From an optimization exercise on the open Yosys and OpenROAD flow, aimed at small area; shortcuts taken in it are not production practice.
Function was not checked in any run shown here: the RTL went through the layout flow alone.

## flow/design.v (module list and top-level ports; edited modules follow where they fit)
// module top: 1626 lines
// module fa_cell: 4 lines
// module xnor_cell: 3 lines
// module or_cell: 3 lines
// module pp_array: 14 lines
// module wmux: 6 lines
// module ha_cell: 4 lines
module top (
    input  wire clk,
    input  wire rst_n,
    input  wire start,
    input  wire preload_valid,
    input  wire [5:0] preload_addr,
    input  wire [7:0] preload_data,
    input  wire [63:0] x_vector_flat,
    output wire [127:0] result_flat
);
  // ...
==> flow/flow/run.sh <==
#!/bin/bash
# The standard ORFS layout (the standard.sh, standard synthesis), with:
#  - port buffers made with buf_1 instead of the default delay buffer;
#  - clock tree synthesis with clkbuf_4, sink clusters of up to 9 within
#    55 um, and no dummy loads.
# make's output goes to standard.log; ORFS keeps each step's log under orfs/logs.
set -euo pipefail
bash standard.sh \
  BUFFER_PORTS_ARGS="-buffer_cell sky130_fd_sc_hd__buf_1" \
  CTS_ARGS="-sink_clustering_enable -repair_clock_nets -dont_use_dummy_load -buf_list sky130_fd_sc_hd__clkbuf_4 -sink_clustering_size 9 -sink_clustering_max_diameter 55" \
  finish > standard.log 2>&1
==> flow/standard.sh <==
#!/bin/bash
# synth_recipe.tcl (not shown) runs the flow's synth.tcl, then flattens the netlist and writes it again
# the make line also repeats each setting of config.mk as NAME=value (left out here)
make -C /OpenROAD-flow-scripts/flow DESIGN_CONFIG=/design/flow/config.mk WORK_HOME=/design/flow/orfs CLKGATE_MAP_FILE= SYNTH_SCRIPT=/design/flow/synth_recipe.tcl "${@:-finish}"
==> flow/config.mk <==
export PLATFORM = sky130hd
export DESIGN_NAME = top
export DESIGN_NICKNAME = top
export VERILOG_FILES = /design/flow/design.v
export SDC_FILE = /design/flow/constraint.sdc
export NUM_CORES = 4
export LEC_CHECK = 0
export CAP_MARGIN = 20
export CORE_MARGIN = 2
export CORE_UTILIZATION = 40
export SLEW_MARGIN = 20
export SYNTH_HIERARCHICAL = 1
export SYNTH_MINIMUM_KEEP_SIZE = 0
==> flow/constraint.sdc <==
create_clock -name core_clock -period 10.0 [get_ports {clk}]
set_input_delay 2.0000 -clock core_clock [delete_from_list [all_inputs] [get_ports {clk}]]
set_output_delay 2.0000 -clock core_clock [all_outputs]
set_load 0.01 [all_outputs]
==> out/results.txt, run 1 <==
Final Max Slew Viols - 0
cell mode on critical path - fa_1
placed cells - 4685
nets - 4023
Mapped Area - 42800 µm²
initial antenna violation count - 2
Tcrit/Tclk final - 0.949
FF-to-FF setup slack - 510 ps
most common cell in the netlist - edfxtp_1
Post-Syn Instances - 3143
Min-Delay Startpoint - x7_1[4]
Clock buf/inv share - 0.0170
outcome - finished clean
synth top area cells - edfxtp_1 45%, fa_1 20%, dfxtp_1 6.1%, a22oi_1 4.1%, nand2_1 3.9%
largest family of logic cells by synthesized area - adder cells
Via density - 5.43
drt total wl - 105000 µm
Slew headroom - 0.316
Synth Area in XOR/XNOR - 0.0215
Hold Slack - 292 ps
first-pass GRT wire length - 159000 µm
maxcap violations - 0
Synth cell types - 68
FMAX - 105 MHz
cts hold-fix bufs - 0
PortBufs - 209
met2 track demand over resource - 0.316
largest net degree at the start of global routing - 88
Syn Area/Cell - 13.6 µm²
grt met3 use - 0.0342
area grow syn2layout - 7.13%
biggest area consumer among synthesized cells - edfxtp_1
fraction of area in multi-input gates - 0.427
Worst path slowest cell - or4_4
GRT Total Usage - 0.192
design area - 45900 µm²
==> inputs of run 2 (changes only) <==
--- a/flow/design.v
+++ b/flow/design.v
@@ -746,17 +746,107 @@
     wire a3_s477, a3_c478;
     fa_cell u_a3_s477 (.a(p3_14_0), .b(p3_14_1), .c(~(acc_r1[14])), .s(a3_s477), .co(a3_c478));
     wire a3_s479, a3_c480;
     assign a3_s479 = ~(1'b0 ^ ~(acc_r1[15]));
     assign a3_c480 = 1'b0 | ~(acc_r1[15]);
     wire a3_s481, a3_c482;
     assign a3_s481 = ~(1'b0 ^ ~(acc_r1[15]));
     assign a3_c482 = 1'b0 | ~(acc_r1[15]);
-    wire [16:0] s3 = ~({a3_c480, a3_c478, a3_c476, a3_c474, a3_c472, a3_c470, a3_c468, a3_c466, a3_c464, a3_c462, a3_c460, a3_c458, a3_c456, a3_c454, a3_c452, ~(acc_r1[1]), p3_0_0} + {a3_s481, a3_s479, a3_s477, a3_s475, a3_s473, a3_s471, a3_s469, a3_s467, a3_s465, a3_s463, a3_s461, a3_s459, a3_s457, a3_s455, a3_s453, a3_s451, ~(acc_r1[0])} + 17'd1);
+    wire bk3_p0 = p3_0_0 ^ ~(acc_r1[0]);
+    wire bk3_g0 = p3_0_0 & ~(acc_r1[0]);
+    wire bk3_p1 = ~(acc_r1[1]) ^ a3_s451;
+    wire bk3_g1 = ~(acc_r1[1]) & a3_s451;
+    wire bk3_p2 = a3_c452 ^ a3_s453;
+    wire bk3_g2 = a3_c452 & a3_s453;
+    wire bk3_p3 = a3_c454 ^ a3_s455;
+    wire bk3_g3 = a3_c454 & a3_s455;
+    wire bk3_p4 = a3_c456 ^ a3_s457;
+    wire bk3_g4 = a3_c456 & a3_s457;
+    wire bk3_p5 = a3_c458 ^ a3_s459;
+    wire bk3_g5 = a3_c458 & a3_s459;
+    wire bk3_p6 = a3_c460 ^ a3_s461;
+    wire bk3_g6 = a3_c460 & a3_s461;
+    wire bk3_p7 = a3_c462 ^ a3_s463;
+    wire bk3_g7 = a3_c462 & a3_s463;
+    wire bk3_p8 = a3_c464 ^ a3_s465;
+    wire bk3_g8 = a3_c464 & a3_s465;
+    wire bk3_p9 = a3_c466 ^ a3_s467;
+    wire bk3_g9 = a3_c466 & a3_s467;
+    wire bk3_p10 = a3_c468 ^ a3_s469;
+    wire bk3_g10 = a3_c468 & a3_s469;
+    wire bk3_p11 = a3_c470 ^ a3_s471;
+    wire bk3_g11 = a3_c470 & a3_s471;
+    wire bk3_p12 = a3_c472 ^ a3_s473;
+    wire bk3_g12 = a3_c472 & a3_s473;
+    wire bk3_p13 = a3_c474 ^ a3_s475;
+    wire bk3_g13 = a3_c474 & a3_s475;
+    wire bk3_p14 = a3_c476 ^ a3_s477;
+    wire bk3_g14 = a3_c476 & a3_s477;
+    wire bk3_p15 = a3_c478 ^ a3_s479;
+    wire bk3_g15 = a3_c478 & a3_s479;
+    wire bk3_p16 = a3_c480 ^ a3_s481;
+    wire bk3_g16 = a3_c480 & a3_s481;
+    wire bk3_g0c = bk3_g0 | bk3_p0;
+    wire bk3_G1 = bk3_g1 | (bk3_p1 & bk3_g0c);
+    wire bk3_P1 = bk3_p1 & bk3_p0;
+    wire bk3_G2 = bk3_g3 | (bk3_p3 & bk3_g2);
+    wire bk3_P2 = bk3_p3 & bk3_p2;
+    wire bk3_G3 = bk3_g5 | (bk3_p5 & bk3_g4);
+    wire bk3_P3 = bk3_p5 & bk3_p4;
+    wire bk3_G4 = bk3_g7 | (bk3_p7 & bk3_g6);
+    wire bk3_P4 = bk3_p7 & bk3_p6;
+    wire bk3_G5 = bk3_g9 | (bk3_p9 & bk3_g8);
+    wire bk3_P5 = bk3_p9 & bk3_p8;
+    wire bk3_G6 = bk3_g11 | (bk3_p11 & bk3_g10);
+    wire bk3_P6 = bk3_p11 & bk3_p10;
+    wire bk3_G7 = bk3_g13 | (bk3_p13 & bk3_g12);
+    wire bk3_P7 = bk3_p13 & bk3_p12;
+    wire bk3_G8 = bk3_g15 | (bk3_p15 & bk3_g14);
+    wire bk3_P8 = bk3_p15 & bk3_p14;
+    wire bk3_G9 = bk3_G2 | (bk3_P2 & bk3_G1);
+    wire bk3_P9 = bk3_P2 & bk3_P1;
+    wire bk3_G10 = bk3_G4 | (bk3_P4 & bk3_G3);
+    wire bk3_P10 = bk3_P4 & bk3_P3;
+    wire bk3_G11 = bk3_G6 | (bk3_P6 & bk3_G5);
+    wire bk3_P11 = bk3_P6 & bk3_P5;
+    wire bk3_G12 = bk3_G8 | (bk3_P8 & bk3_G7);
+    wire bk3_P12 = bk3_P8 & bk3_P7;
+    wire bk3_G13 = bk3_G10 | (bk3_P10 & bk3_G9);
+    wire bk3_P13 = bk3_P10 & bk3_P9;
+    wire bk3_G14 = bk3_G12 | (bk3_P12 & bk3_G11);
+    wire bk3_P14 = bk3_P12 & bk3_P11;
+    wire bk3_G15 = bk3_G14 | (bk3_P14 & bk3_G13);
+    wire bk3_P15 = bk3_P14 & bk3_P13;
+    wire bk3_G16 = bk3_G11 | (bk3_P11 & bk3_G13);
+    wire bk3_P16 = bk3_P11 & bk3_P13;
+    wire bk3_G17 = bk3_G3 | (bk3_P3 & bk3_G9);
+    wire bk3_P17 = bk3_P3 & bk3_P9;
+    wire bk3_G18 = bk3_G5 | (bk3_P5 & bk3_G13);
+    wire bk3_P18 = bk3_P5 & bk3_P13;
+    wire bk3_G19 = bk3_G7 | (bk3_P7 & bk3_G16);
+    wire bk3_P19 = bk3_P7 & bk3_P16;
+    wire bk3_G20 = bk3_g2 | (bk3_p2 & bk3_G1);
+    wire bk3_P20 = bk3_p2 & bk3_P1;
+    wire bk3_G21 = bk3_g4 | (bk3_p4 & bk3_G9);
+    wire bk3_P21 = bk3_p4 & bk3_P9;
+    wire bk3_G22 = bk3_g6 | (bk3_p6 & bk3_G17);
+    wire bk3_P22 = bk3_p6 & bk3_P17;
+    wire bk3_G23 = bk3_g8 | (bk3_p8 & bk3_G13);
+    wire bk3_P23 = bk3_p8 & bk3_P13;
+    wire bk3_G24 = bk3_g10 | (bk3_p10 & bk3_G18);
+    wire bk3_P24 = bk3_p10 & bk3_P18;
+    wire bk3_G25 = bk3_g12 | (bk3_p12 & bk3_G16);
+    wire bk3_P25 = bk3_p12 & bk3_P16;
+    wire bk3_G26 = bk3_g14 | (bk3_p14 & bk3_G19);
+    wire bk3_P26 = bk3_p14 & bk3_P19;
+    wire bk3_G27 = bk3_g16 | (bk3_p16 & bk3_G15);
+    wire bk3_P27 = bk3_p16 & bk3_P15;
+    wire [16:0] bk3_sum = {(bk3_p16 ^ bk3_G15), (bk3_p15 ^ bk3_G26), (bk3_p14 ^ bk3_G19), (bk3_p13 ^ bk3_G25), (bk3_p12 ^ bk3_G16), (bk3_p11 ^ bk3_G24), (bk3_p10 ^ bk3_G18), (bk3_p9 ^ bk3_G23), (bk3_p8 ^ bk3_G13), (bk3_p7 ^ bk3_G22), (bk3_p6 ^ bk3_G17), (bk3_p5 ^ bk3_G21), (bk3_p4 ^ bk3_G9), (bk3_p3 ^ bk3_G20), (bk3_p2 ^ bk3_G1), (bk3_p1 ^ bk3_g0c), (bk3_p0 ^ 1'b1)};
+    wire [16:0] s3 = ~bk3_sum;
     wire [15:0] a3 = (s3[16] != s3[15]) ? (s3[16] ? 16'h8000 : 16'h7fff) : s3[15:0];
     wire [63:0] b4_pp;
     pp_array u_b4_pp (.w(wt4), .x(x4), .n(b4_pp));
     wire m4_s483, m4_c484;
     xnor_cell u_m4_s483 (.a(b4_pp[6]), .b(b4_pp[13]), .y(m4_s483));
     or_cell u_m4_c484 (.a(b4_pp[6]), .b(b4_pp[13]), .y(m4_c484));
     wire m4_s485, m4_c486;
     fa_cell u_m4_s485 (.a(b4_pp[7]), .b(b4_pp[14]), .c(b4_pp[21]), .s(m4_s485), .co(m4_c486));
@@ -1004,107 +1094,17 @@
     wire a5_s709, a5_c710;
     fa_cell u_a5_s709 (.a(b5_pp[63]), .b(m5_c682), .c(~(a4[14])), .s(a5_s709), .co(a5_c710));
     wire a5_s711, a5_c712;
     assign a5_s711 = ~(1'b0 ^ ~(a4[15]));
     assign a5_c712 = 1'b0 | ~(a4[15]);
     wire a5_s713, a5_c714;
     assign a5_s713 = ~(1'b0 ^ ~(a4[15]));
     assign a5_c714 = 1'b0 | ~(a4[15]);
-    wire bk5_p0 = b5_pp[0] ^ ~(a4[0]);
-    wire bk5_g0 = b5_pp[0] & ~(a4[0]);
-    wire bk5_p1 = ~(a4[1]) ^ a5_s683;
-    wire bk5_g1 = ~(a4[1]) & a5_s683;
-    wire bk5_p2 = a5_c684 ^ a5_s685;
-    wire bk5_g2 = a5_c684 & a5_s685;
-    wire bk5_p3 = a5_c686 ^ a5_s687;
-    wire bk5_g3 = a5_c686 & a5_s687;
-    wire bk5_p4 = a5_c688 ^ a5_s689;
-    wire bk5_g4 = a5_c688 & a5_s689;
-    wire bk5_p5 = a5_c690 ^ a5_s691;
-    wire bk5_g5 = a5_c690 & a5_s691;
-    wire bk5_p6 = a5_c692 ^ a5_s693;
-    wire bk5_g6 = a5_c692 & a5_s693;
-    wire bk5_p7 = a5_c694 ^ a5_s695;
-    wire bk5_g7 = a5_c694 & a5_s695;
-    wire bk5_p8 = a5_c696 ^ a5_s697;
-    wire bk5_g8 = a5_c696 & a5_s697;
-    wire bk5_p9 = a5_c698 ^ a5_s699;
-    wire bk5_g9 = a5_c698 & a5_s699;
-    wire bk5_p10 = a5_c700 ^ a5_s701;
-    wire bk5_g10 = a5_c700 & a5_s701;
-    wire bk5_p11 = a5_c702 ^ a5_s703;
-    wire bk5_g11 = a5_c702 & a5_s703;
-    wire bk5_p12 = a5_c704 ^ a5_s705;
-    wire bk5_g12 = a5_c704 & a5_s705;
-    wire bk5_p13 = a5_c706 ^ a5_s707;
-    wire bk5_g13 = a5_c706 & a5_s707;
-    wire bk5_p14 = a5_c708 ^ a5_s709;
-    wire bk5_g14 = a5_c708 & a5_s709;
-    wire bk5_p15 = a5_c710 ^ a5_s711;
-    wire bk5_g15 = a5_c710 & a5_s711;
-    wire bk5_p16 = a5_c712 ^ a5_s713;
-    wire bk5_g16 = a5_c712 & a5_s713;
-    wire bk5_g0c = bk5_g0 | bk5_p0;
-    wire bk5_G1 = bk5_g1 | (bk5_p1 & bk5_g0c);
-    wire bk5_P1 = bk5_p1 & bk5_p0;
-    wire bk5_G2 = bk5_g3 | (bk5_p3 & bk5_g2);
-    wire bk5_P2 = bk5_p3 & bk5_p2;
-    wire bk5_G3 = bk5_g5 | (bk5_p5 & bk5_g4);
-    wire bk5_P3 = bk5_p5 & bk5_p4;
-    wire bk5_G4 = bk5_g7 | (bk5_p7 & bk5_g6);
-    wire bk5_P4 = bk5_p7 & bk5_p6;
-    wire bk5_G5 = bk5_g9 | (bk5_p9 & bk5_g8);
-    wire bk5_P5 = bk5_p9 & bk5_p8;
-    wire bk5_G6 = bk5_g11 | (bk5_p11 & bk5_g10);
-    wire bk5_P6 = bk5_p11 & bk5_p10;
-    wire bk5_G7 = bk5_g13 | (bk5_p13 & bk5_g12);
-    wire bk5_P7 = bk5_p13 & bk5_p12;
-    wire bk5_G8 = bk5_g15 | (bk5_p15 & bk5_g14);
-    wire bk5_P8 = bk5_p15 & bk5_p14;
-    wire bk5_G9 = bk5_G2 | (bk5_P2 & bk5_G1);
-    wire bk5_P9 = bk5_P2 & bk5_P1;
-    wire bk5_G10 = bk5_G4 | (bk5_P4 & bk5_G3);
-    wire bk5_P10 = bk5_P4 & bk5_P3;
-    wire bk5_G11 = bk5_G6 | (bk5_P6 & bk5_G5);
-    wire bk5_P11 = bk5_P6 & bk5_P5;
-    wire bk5_G12 = bk5_G8 | (bk5_P8 & bk5_G7);
-    wire bk5_P12 = bk5_P8 & bk5_P7;
-    wire bk5_G13 = bk5_G10 | (bk5_P10 & bk5_G9);
-    wire bk5_P13 = bk5_P10 & bk5_P9;
-    wire bk5_G14 = bk5_G12 | (bk5_P12 & bk5_G11);
-    wire bk5_P14 = bk5_P12 & bk5_P11;
-    wire bk5_G15 = bk5_G14 | (bk5_P14 & bk5_G13);
-    wire bk5_P15 = bk5_P14 & bk5_P13;
-    wire bk5_G16 = bk5_G11 | (bk5_P11 & bk5_G13);
-    wire bk5_P16 = bk5_P11 & bk5_P13;
-    wire bk5_G17 = bk5_G3 | (bk5_P3 & bk5_G9);
-    wire bk5_P17 = bk5_P3 & bk5_P9;
-    wire bk5_G18 = bk5_G5 | (bk5_P5 & bk5_G13);
-    wire bk5_P18 = bk5_P5 & bk5_P13;
-    wire bk5_G19 = bk5_G7 | (bk5_P7 & bk5_G16);
-    wire bk5_P19 = bk5_P7 & bk5_P16;
-    wire bk5_G20 = bk5_g2 | (bk5_p2 & bk5_G1);
-    wire bk5_P20 = bk5_p2 & bk5_P1;
-    wire bk5_G21 = bk5_g4 | (bk5_p4 & bk5_G9);
-    wire bk5_P21 = bk5_p4 & bk5_P9;
-    wire bk5_G22 = bk5_g6 | (bk5_p6 & bk5_G17);
-    wire bk5_P22 = bk5_p6 & bk5_P17;
-    wire bk5_G23 = bk5_g8 | (bk5_p8 & bk5_G13);
-    wire bk5_P23 = bk5_p8 & bk5_P13;
-    wire bk5_G24 = bk5_g10 | (bk5_p10 & bk5_G18);
-    wire bk5_P24 = bk5_p10 & bk5_P18;
-    wire bk5_G25 = bk5_g12 | (bk5_p12 & bk5_G16);
-    wire bk5_P25 = bk5_p12 & bk5_P16;
-    wire bk5_G26 = bk5_g14 | (bk5_p14 & bk5_G19);
-    wire bk5_P26 = bk5_p14 & bk5_P19;
-    wire bk5_G27 = bk5_g16 | (bk5_p16 & bk5_G15);
-    wire bk5_P27 = bk5_p16 & bk5_P15;
-    wire [16:0] bk5_sum = {(bk5_p16 ^ bk5_G15), (bk5_p15 ^ bk5_G26), (bk5_p14 ^ bk5_G19), (bk5_p13 ^ bk5_G25), (bk5_p12 ^ bk5_G16), (bk5_p11 ^ bk5_G24), (bk5_p10 ^ bk5_G18), (bk5_p9 ^ bk5_G23), (bk5_p8 ^ bk5_G13), (bk5_p7 ^ bk5_G22), (bk5_p6 ^ bk5_G17), (bk5_p5 ^ bk5_G21), (bk5_p4 ^ bk5_G9), (bk5_p3 ^ bk5_G20), (bk5_p2 ^ bk5_G1), (bk5_p1 ^ bk5_g0c), (bk5_p0 ^ 1'b1)};
-    wire [16:0] s5 = ~bk5_sum;
+    wire [16:0] s5 = ~({a5_c712, a5_c710, a5_c708, a5_c706, a5_c704, a5_c702, a5_c700, a5_c698, a5_c696, a5_c694, a5_c692, a5_c690, a5_c688, a5_c686, a5_c684, ~(a4[1]), b5_pp[0]} + {a5_s713, a5_s711, a5_s709, a5_s707, a5_s705, a5_s703, a5_s701, a5_s699, a5_s697, a5_s695, a5_s693, a5_s691, a5_s689, a5_s687, a5_s685, a5_s683, ~(a4[0])} + 17'd1);
     wire [15:0] a5 = (s5[16] != s5[15]) ? (s5[16] ? 16'h8000 : 16'h7fff) : s5[15:0];
     wire [63:0] b6_pp;
     pp_array u_b6_pp (.w(wt6), .x(x6), .n(b6_pp));
     wire m6_s715, m6_c716;
     xnor_cell u_m6_s715 (.a(b6_pp[6]), .b(b6_pp[13]), .y(m6_s715));
     or_cell u_m6_c716 (.a(b6_pp[6]), .b(b6_pp[13]), .y(m6_c716));
     wire m6_s717, m6_c718;
     fa_cell u_m6_s717 (.a(b6_pp[7]), .b(b6_pp[14]), .c(b6_pp[21]), .s(m6_s717), .co(m6_c718));
==> flow/flow/run.sh (replaced) <==
#!/bin/bash
# The standard ORFS layout (the standard.sh, standard synthesis), with:
#  - port buffers made with buf_1 instead of the default delay buffer;
#  - clock tree synthesis with clkbuf_4, sink clusters of up to 8 within
#    50 um, and no dummy loads.
# make's output goes to standard.log; ORFS keeps each step's log under orfs/logs.
set -euo pipefail
bash standard.sh \
  BUFFER_PORTS_ARGS="-buffer_cell sky130_fd_sc_hd__buf_1" \
  CTS_ARGS="-sink_clustering_enable -repair_clock_nets -dont_use_dummy_load -buf_list sky130_fd_sc_hd__clkbuf_4 -sink_clustering_size 8 -sink_clustering_max_diameter 50" \
  finish > standard.log 2>&1
==> run 2 against run 1 <==
Effect of this change: die area decreased by 0.18%; wire length decreased by 0.95%; core utilization increased by 0.25 points; worst hold slack improved by 33 ps; critical path depth decreased by 6; register-to-register slack improved by 140 ps; critical path type unchanged.
==> out/results.txt, run 2 <==
outcome - finished clean
Die X-Extent - 331 µm
vias in the first global route - 26.4k
Crit. End Element - flop
Final Max Slew Viols - 0 (unchanged)
1st-pass router iterations - 5
Critical Path Start - rsel[0]
Final setup viols - 0
GRT Total Usage - 0.193 (+0.00115)
final hold vios - 0
setup TNS - 0 ps
Initial Util - 0.405
biggest area consumer among synthesized cells - edfxtp_1
PostCTS Resize Cnt - 0
Synth cell types - 74 (+8.8%)
cts hold-fix bufs - 0 (unchanged)
Commonest cells post-synth - 640 x edfxtp_1, 437 x fa_1, 437 x nand2_1
crit path max fanout - 17
placed cells - 4644 (-0.88%)
Post-CTS Setup Inserts - 0
proportion of layout cells with a drive suffix above 1 - 0.0775
FMAX - 107 MHz (+1.5%)
most common cell after layout, fill and taps aside - edfxtp_1
area grow syn2layout - 6.90%
Final Non-Filler Cells - 4766
Yosys reg bits - 779
Synth top area share - 0.450
Syn Nets - 3761
Slew headroom - 0.290 (-0.0259)
Fill cells - 9678
Tcrit/Tclk final - 0.935 (-0.0143)
Worst R2R Start - rsel[0]
via count - 25.5k
design area - 45700 µm² (-0.39%)
CTS Buf Count - 115
setup ws final - 651 ps
Final ANT Viol Nets - 0
drt total wl - 104000 µm (-0.95%)
# IOs - 210
PortBufs - 209 (unchanged)
initial antenna violation count - 8 (+6)
clock skew - 179 ps
CTS clock-pin slew for the worst setup and hold paths - 90 ps
Post-Syn Instances - 3130 (-0.41%)
die height - 331 µm
H-tree levels - 3
RSZ-0062 raised after global routing - no
Syn Area/Cell - 13.7 µm² (+0.23%)
full die area - 109000 µm²
Overflow after GRT - 0
Area after DPL - 44800 µm²
sequential area share after synthesis - 0.516
Crit Path Category - reg2reg
largest reg by FF count - w
Core ar. - 106000 µm²
max FFs per register - 512
Layout Utilization - 0.433
Async SR Flop Fraction - 0.0116
Yosys warning count - 9
Hold Crit Class - reg2reg
Min-Delay Startpoint - x7_1[6]
most frequent cells in the layout - 640 x edfxtp_1, 437 x nand2_1, 437 x fa_1
Mapped Area - 42700 µm² (-0.18%)
root buffer cell - clkbuf_4
WL per Instance - 21.8 µm
synth top area cells - edfxtp_1 45%, fa_1 20%, dfxtp_1 6.1%, a22oi_1 4.1%, nand2_1 3.8%
Critical Path AT - 10140 ps
clk buf depth - 3
most common cell in the netlist - edfxtp_1
worst path required time - 10790 ps
Final HPWL DP - 73700 µm
1st-iter DRT viols - 1955
Placer Congestion - 0.870
Post-synth EDFFs - 640
clock tree sinks - 779
largest net degree at the start of global routing - 98 (+11%)
Cell Rows - 119
DRC Markers - 0
first-pass GRT wire length - 160000 µm (+0.80%)
worst skew pair latency - 960 ps
startpoint class of the critical path - flop
Largest regs - w (512), result_n (128)
Place WS - 760 ps
nets - 4002 (-0.52%)
min Tclk post-route - 9350 ps
Via density - 5.35 (-1.5%)
Primary FF master, synth - edfxtp_1
maxcap violations - 0 (unchanged)
CTS tree - built
Worst Tran Pin Value - 1070 ps
==> run 2: cells by family (layout without fill, tap and decap cells) <==
group,Yosys count,in the layout,synth area share
adders and majority gates,567,567,0.242
DFF,779,779,0.516
xor gates and xnor gates,103,103,0.0213
muxes,1,1,0.000234
other,0,6,0
AOI/OAI and AO/OA,553,553,0.0911
and+or+nand+nor,911,911,0.0992
buffers and inverters,216,455,0.0301
==> run 2: through the flow <==
step	hold WS [ps]
finish	325
global route	340
CTS	329
detailed placement	312
global placement	314
floorplan	310
==> run 2: critical path: stages, from the launching register on <==
cell	delay [ps]
dfrtp_1	410
inv_1	100
ha_1	220
and2_2	310
a22oi_1	270
nand4_1	420
and2_1	340
fa_1	510
fa_1	460
fa_1	540
fa_1	440
fa_1	470
ha_1	370
a21oi_1	290
o21ai_0	150
a31oi_1	220
o21ai_2	120
xor2_2	590
maj3_2	340
fa_1	420
ha_1	340
o211ai_1	180
a21oi_1	60
a211oi_1	480
o21ai_1	230
a311o_1	460
a21oi_4	320
o21ai_0	130
==> run 2: final timing paths <==
path,slack (ps),end,cells after the start
max,650,acc_r2n[4],27
min,320,x7_2[6],0
max reg2reg,650,acc_r2n[4],27
min reg2reg,320,x7_2[6],0
max in group asynchronous,8130,cnt[0],2
min in group asynchronous,1270,rsel[2],2
==> run 2: cell type report <==
| cell class | instances | area [µm²] | share of cell area |
|---|---|---|---|
| Antenna cell | 6 | 15.0 | 0.000329 |
| Multi-Input combinational cell | 2135 | 19500 | 0.426 |
| Inverter | 57 | 214 | 0.00468 |
| Tap cell | 1391 | 1740 | 0.0381 |
| Timing Repair Buffer | 283 | 1340 | 0.0293 |
| Sequential cell | 779 | 22100 | 0.483 |
| Clock buffer | 115 | 863 | 0.0189 |
==> run 2: routing by layer <==
metal,GRT usage,share of wire,vias up
met4,0.0494,0.021,12
met1,0.269,0.44,12988
li1,-,-,11596
met2,0.310,0.48,753
met3,0.0371,0.060,160
met5,0,0.00082,-
==> run 2: per-module statistics from Yosys (local to each module, per instance) <==
module | times used | cells inside
or_cell | 45 | 1
wmux | 8 | 48
fa_cell | 403 | 1
pp_array | 8 | 71
xnor_cell | 45 | 1
top | 1 | 1685

[port drivers added, routing unchanged]
The flow's constraints put no driver on any port. The routed layouts listed below were extracted and timed again, unchanged, in two steps. Step 1 assumes that a clkbuf_16 drives the clock port and a buf_2 every other input. Step 2 times the ports against the registers' clock, not the clock port: input delays grow and output delays shrink by t, the midpoint of the rising clock arrivals with the driver on. a / b / c = ideal ports / drivers / drivers and shift; a / b = the first two.
run	shift t [ns]	slack for setup (ns)	hold WS [ns]	worst setup path at the end	pins driven straight from the clock port
run 1	0.952	0.508 / 0.508 / 0.508	0.292 / 0.292 / 0.292	register to register	1
run 2	0.934	0.651 / 0.651 / 0.651	0.325 / 0.325 / 0.325	register to register	1
After both steps setup and hold are still met in every run listed.
